What follows belongs to an exercise in optimizing a design on an open flow for small area; a production flow would make more cautious choices. In this exercise RTL edits were held to simulation tests only and were not proved equivalent to the original. Power figures rest on the tool's default switching activity, not on a simulated workload.

==> config.mk <==
export PLATFORM = sky130hd
export DESIGN_NAME = simple_cpu
export DESIGN_NICKNAME = simple_cpu
export VERILOG_FILES = /design/flow/design.v
export SDC_FILE = /design/flow/constraint.sdc
export NUM_CORES = 4
export LEC_CHECK = 0
export CAP_MARGIN = 20
export CORE_MARGIN = 2
export CORE_UTILIZATION = 70
export PLACE_DENSITY = 0.8
export SLEW_MARGIN = 20
==> run.sh <==
#!/bin/bash
# synth_recipe.tcl (not shown) runs the flow's synth.tcl, then flattens the netlist and writes it again
# the make line also repeats each setting of config.mk as NAME=value (left out here)
make -C /OpenROAD-flow-scripts/flow DESIGN_CONFIG=/design/flow/config.mk WORK_HOME=/design/flow/orfs CLKGATE_MAP_FILE= SYNTH_SCRIPT=/design/flow/synth_recipe.tcl finish
==> constraint.sdc <==
create_clock -name core_clock -period 10.0 [get_ports {CLK}]
set_input_delay 2.0000 -clock core_clock [delete_from_list [all_inputs] [get_ports {CLK}]]
set_output_delay 2.0000 -clock core_clock [all_outputs]
set_load 0.01 [all_outputs]
==> design.v <==
module simple_cpu (
    input  wire       CLK,
    input  wire       RST,         
    input  wire       Rx_in,
    output wire       Tx_out,
    output wire [7:0] LED_out
);
    reg  [7:0]  cnt;
    reg  [3:0]  bn;        
    reg  [2:0]  st;        
    reg         pa;        
    reg  [15:0] ar;        
    reg  [7:0]  H;         
    reg  [7:0]  L;         
    reg  [2:0]  op;
    reg         c;         
    reg         sv;        
    wire [3:0] p = cnt[3:0];
    wire tx     = st[2] & (st[1] | st[0]);    
    wire idle   = bn[3] & ~bn[1] & bn[0];     
    wire wrap   = tx ? (cnt[7] & cnt[6] & cnt[4] & cnt[3])
                     : (cnt[7:5] == 3'b110) & (cnt[4] == bn[0]) & (p == 4'd15);
    wire win    = cnt[7:4] == 4'd6;                     
    wire win1   = cnt[7:4] == 4'd4;                     
    wire stop   = bn == 4'd8;
    wire data   = ~bn[3];
    wire p0     = p == 4'd0;
    wire p15    = p == 4'd15;
    wire [4:0] s = {1'b0, p} + {1'b0, bn};
    wire [3:0] t = s[3:0];
    wire armed  = ~s[4];
    wire at     = ar[15];
    wire op_mul = op == 3'd3;
    wire op_add = op == 3'd1;
    wire op_sub = op == 3'd2;
    wire op_not = op == 3'd6;
    wire op_and = op == 3'd4;
    wire op_or  = op == 3'd5;
    wire op_xor = op == 3'd7;
    wire cen    = op_add | op_sub | op_mul;
    wire st3 = st == 3'd3;
    wire st4 = st == 3'd4;
    wire p_data  = (st3 | st4) & data;
    wire p_hinit = (st == 3'd2) & stop;
    wire p_fix   = st4 & stop;
    wire len16   = st4;
    wire pstart  = ~pa & win & (t == 4'd15) & (p_data | p_hinit | p_fix);
    wire pend    = pa & (t[2:0] == 3'd7) & (t[3] | ~len16);
    wire tail     = len16 ? L[0] : H[0];
    wire init_val = ~op_mul & (at ^ op_not);
    wire first    = st4 & (bn == 4'd0) & ~t[3];
    wire B        = Rx_in;
    reg a;
    always @(*) begin
        if (p_hinit | first)
            a = init_val;
        else if (p_fix & sv)
            a = c ^ (t == 4'd15);
        else
            a = tail;
    end
    reg b;
    always @(*) begin
        b = 1'b0;
        if (pa & p_data) begin
            case (op)
                3'd1, 3'd7: b = B & p0;
                3'd2:       b = B & armed;
                3'd3:       b = B & at & armed;
                3'd4:       b = ~B & p0 & a;
                3'd5:       b = B & p0 & ~a;
                default:    b = 1'b0;
            endcase
        end
    end
    wire ce   = c & cen & p_data & (t != 4'd0);
    wire sum  = a ^ b ^ ce;
    wire cout = (a & b) | (a & ce) | (b & ce);
    wire hsh  = pa | ((st == 3'd5) & wrap & (bn != 4'd15));
    wire lsh  = pa & len16;
    wire w1p  = st4 & stop & win1 & p15;
    wire load_a  = ((st == 3'd1) | (st == 3'd2)) & data & win & (p == {st == 3'd1, bn[2:0]});
    wire load_op = (st == 3'd0) & data & (bn[2:0] < 3'd3) & win & p0;
    wire txbit = (st == 3'd5) ? H[0] : L[bn[2:0]];
    always @(posedge CLK or negedge RST) begin
        if (!RST) begin
            cnt  <= 8'd0;
            bn   <= 4'd9;
            st   <= 3'd0;
            pa   <= 1'b0;
            L    <= 8'd0;
        end else begin
            if (pstart)
                pa <= 1'b1;
            else if (pend)
                pa <= 1'b0;
            if (lsh)
                L <= {H[0], L[7:1]};
            if (idle) begin
                cnt <= {4'd0, p + 4'd1};
                if (!Rx_in)
                    bn <= 4'd15;
            end else begin
                cnt <= cnt + 8'd1;
                if (wrap) begin
                    cnt[7:4] <= 4'd0;
                    if (tx) cnt[3:0] <= 4'd0;
                    bn <= bn + 4'd1;
                end
                if (stop & (tx ? wrap : cnt[7])) begin
                    cnt[7:4] <= 4'd0;
                    if (st == 3'd6) begin
                        st <= 3'd0;
                        bn <= 4'd9;
                    end else begin
                        st <= st + 3'd1;
                        bn <= st[2] ? 4'd15 : 4'd9;
                        if (st[2]) cnt[3:0] <= 4'd0;
                    end
                end
            end
        end
    end
    always @(posedge CLK) begin
        ar <= {ar[14:0], load_a ? Rx_in : at};
        if (hsh)
            H <= {sum, H[7:1]};
        if (load_op)
            op <= {Rx_in, op[2:1]};
        if (w1p)
            c <= H[7];
        else if (pa & ~p_fix)
            c <= cout;
        if (st3 & (bn == 4'd7) & win & p15)
            sv <= ~(at ^ B ^ op_sub);
        else if (w1p)
            sv <= sv & (at ^ H[7]) & (op_add | op_sub);
    end
    assign Tx_out  = ~tx | (bn[3] ? ~bn[0] : txbit);
    assign LED_out = L;
endmodule
==> run summary <==
status no timing/DRC/antenna violations; Routed WL per cell approximately 18 um; count leader, synth nand2_1; Final nets 268; post-synthesis async set-or-reset flop share between 40 and 50%; M3 GR Usage approximately 7.7%; Post-Route WL between 5000 and 6000 um; Worst EP arrival about 2.5 ns; clk slew on worst S/H paths approximately 0.10 ns; min-delay src ar[2]; Die Y approximately 66 um; Crit-path slowest cell dfstp_2; area growth from synthesis to layout 7.250%; Seq cells post-synth 53; CP max FO 10; first-pass GRT wire length about 9300 um; Slew HR a little under 60%; startpoint types flop; Die X-Extent between 60 and 70 um; flop2flop setup slack approximately 6.6 ns; core area between 3000 and 4000 um2; Starting Density 73.07%; row cnt 22; initial antenna violation count 0; Mapped Nets between 200 and 300; Critical R2R Launch bn[2]; MaxCap Viol Count 0; drt drc 0; pin count of the biggest net entering global routing 25; area leader, netlist dfrtp_1; share of layout cells above drive strength 1 around an eighth; Antenna Violating Nets Remaining 0; Netlist cell types 62; Worst-Skew Late Latency around 0.32 ns; GR Util All Layers around 29%; busiest layer in global routing met2; CTS root buf clkbuf_8; gpl congestion 0.9332; vias post-DR 1938; min Tclk post-route 4.453 ns; critical path's largest stage delay 0.67 ns; setup_tns 0 ns; Crit Path Category flop to output port; Starting DRT DRC Count 199; Pleak between 1 and 1.5 nW; Synth top area share around a fifth; hold violation count in the final report 0; final non-filler cell total between 300 and 400; Worst Setup End Kind output port; CTS Hold Bufs 0; synth cell count leaders nand2_1, dfrtp_1, nor2_1; Worst-Margin Slew approximately 0.63 ns; Critical Path Source bn[0]; Main synth FF type dfrtp_1; Pwr Density 121.6 nW/um2; grt total ovfl 0; Post-Synthesis Cells around 250; # diodes 0; Synth warnings 1; FILL cells ~220; Die ar. between 4000 and 5000 um2; DR pass1 iterations 8; top post-synthesis cells by area dfrtp_1, edfxtp_1, dfxtp_1, ha_1, mux2_2; worst endpoint required time approximately 8.0 ns; register area about 1300 um2; Inserted Clock Buffers 5; vias in the first global route 1915; GR met1 Demand/Resource 38.37%; sequential share of the synthesized area between 40 and 50%; Clock Path Buffers 2; Ports 12; sum of buffers and inverters on the critical path 1; M2 GR Usage a little under half; H-tree depth 2; post-CTS setup buffers 0; syn_area_per_cell between 10 and 15 um2; Hold Crit Class flop to flop; final number of max-transition violations 0; family with the most delay on the worst path flip-flops; area occupied by multi-input gates between 1000 and 1500 um2; final setup vio count 0; fin crit share 44.53%; Mapped Area 2675 um2; CTS tree yes; crit-path cells mux4_2 > mux2i_1 > a211oi_1 > a211o_1 > clkdlybuf4s50_1; placed cell count just under 300; post-CTS resize count 0; number of synthesized flops with an enable pin 13; fmax 224.6 MHz; Final Skew ~0.006 ns; vias per cell between 6 and 7; RSZ-0062 raised after global routing no; post-DP HPWL between 4000 and 5000 um; port bufs 11; clk sinks between 50 and 60; VDD IR-drop max between 80 and 90 uV
-- metal layers --
| metal | part of all wire [%] | vias up |
|---|---|---|
| li1 | - | 908 |
| met1 | 42 | 932 |
| met2 | 49 | 84 |
| met3 | 6.4 | 14 |
| met4 | 2.6 | 0 |
| met5 | 0 | - |
-- sequential cells by signal, indices dropped and copies added (netlist names) --
name,flops
ar,16
c,1
op,3
pa,1
L,8
cnt,8
bn,4
H,8
sv,1
st,3
-- through the flow --
step                area, um2  hold WS [ns]  total power, W  util, %  worst slack (ns)
floorplan                2675        0.3096       0.0002251        -             6.202
global placement         2780        0.3105       0.0002280    75.94             5.721
detailed placement       2780        0.3121       0.0002282    75.94             5.684
CTS                      2874        0.3346       0.0003515    78.50             5.525
global route             2869        0.3455       0.0003610    78.37             5.448
finish                   2869        0.3350       0.0003489    78.37             5.547
-- cell usage in the layout, fill, tap and decap left out, types with 7 or more instances in the layout --
master / count
nand2_1: 23
a21oi_1: 8
dfxtp_1: 16
edfxtp_1: 13
dfrtp_1: 22
nand3_1: 11
clkdlybuf4s50_1: 10
o21ai_0: 7
mux2_2: 10
nor2_1: 17
inv_1: 8
ha_1: 10
-- layout make-up --
cell class | count | share of cell area [%]
clock inverter | 3 | 0.8722
timing repair buffer | 11 | 3.663
clock buffer | 5 | 2.399
inverter | 8 | 1.047
multi-input combinational | 174 | 44.13
tap | 48 | 2.093
sequential | 53 | 45.79
-- report_power, final --
part,switching [W],internal [W]
clock network,0.0000745,0.0000511
registers,0.0000000494,0.000220
logic,0.00000256,0.000000794
total,0.0000771,0.000272
-- final timing paths --
path	end	cells after the start
hold reg to reg	ar[3]	0
setup / recovery	Tx_out	5
max in group asynchronous	bn[3]	1
setup reg to reg	H[7]	10
min in group asynchronous	cnt[6]	1
hold / removal	ar[3]	0
-- cells by family after synthesis --
group           Yosys count  synth area share, %
xor+xnor                 12                3.929
flops                    53                49.11
fa+ha+maj                12                6.174
compound gates           48                12.82
mux                      16                7.530
simple gates             86                16.88
buf+inv                  19                3.555
-- worst reg2reg max path, stage by stage, from the launching register on --
cell       delay, ns
dfrtp_1         0.60
ha_1            0.38
and3_4          0.20
or3_4           0.39
a2111oi_2       0.37
o21ai_1         0.15
mux2i_2         0.31
mux2i_1         0.12
o21a_1          0.13
fa_1            0.50
inv_1           0.04

[static timing again, ports no longer ideal]
Ports are ideal in the flow. The routed layout listed here was re-timed in OpenROAD.
Step 1 (the two cells are an assumption about what drives the block):
set clk [get_ports {CLK}]
set_driving_cell -lib_cell sky130_fd_sc_hd__clkbuf_16 $clk
set_driving_cell -lib_cell sky130_fd_sc_hd__buf_2 [delete_from_list [all_inputs] $clk]
Step 2 times the ports against the registers' clock, not the clock port: input delays grow and output delays shrink by t, the midpoint of the rising clock arrivals with the driver on.
a / b / c = ideal ports / drivers / drivers and shift; a / b = the first two.
shift t [ns]: 0.342
setup WS [ns]: 5.547 / 5.519 / 5.631
hold WS [ns]: 0.335 / 0.335 / 0.335
latest minus earliest clock arrival (ns): 0.006 / 0.006
slew at the worst register clock pin (ns): 0.10 / 0.10
After both steps setup and hold are still met in this run. The setup slack of this run moves by -0.028 ns with the drivers and by +0.084 ns with both steps.
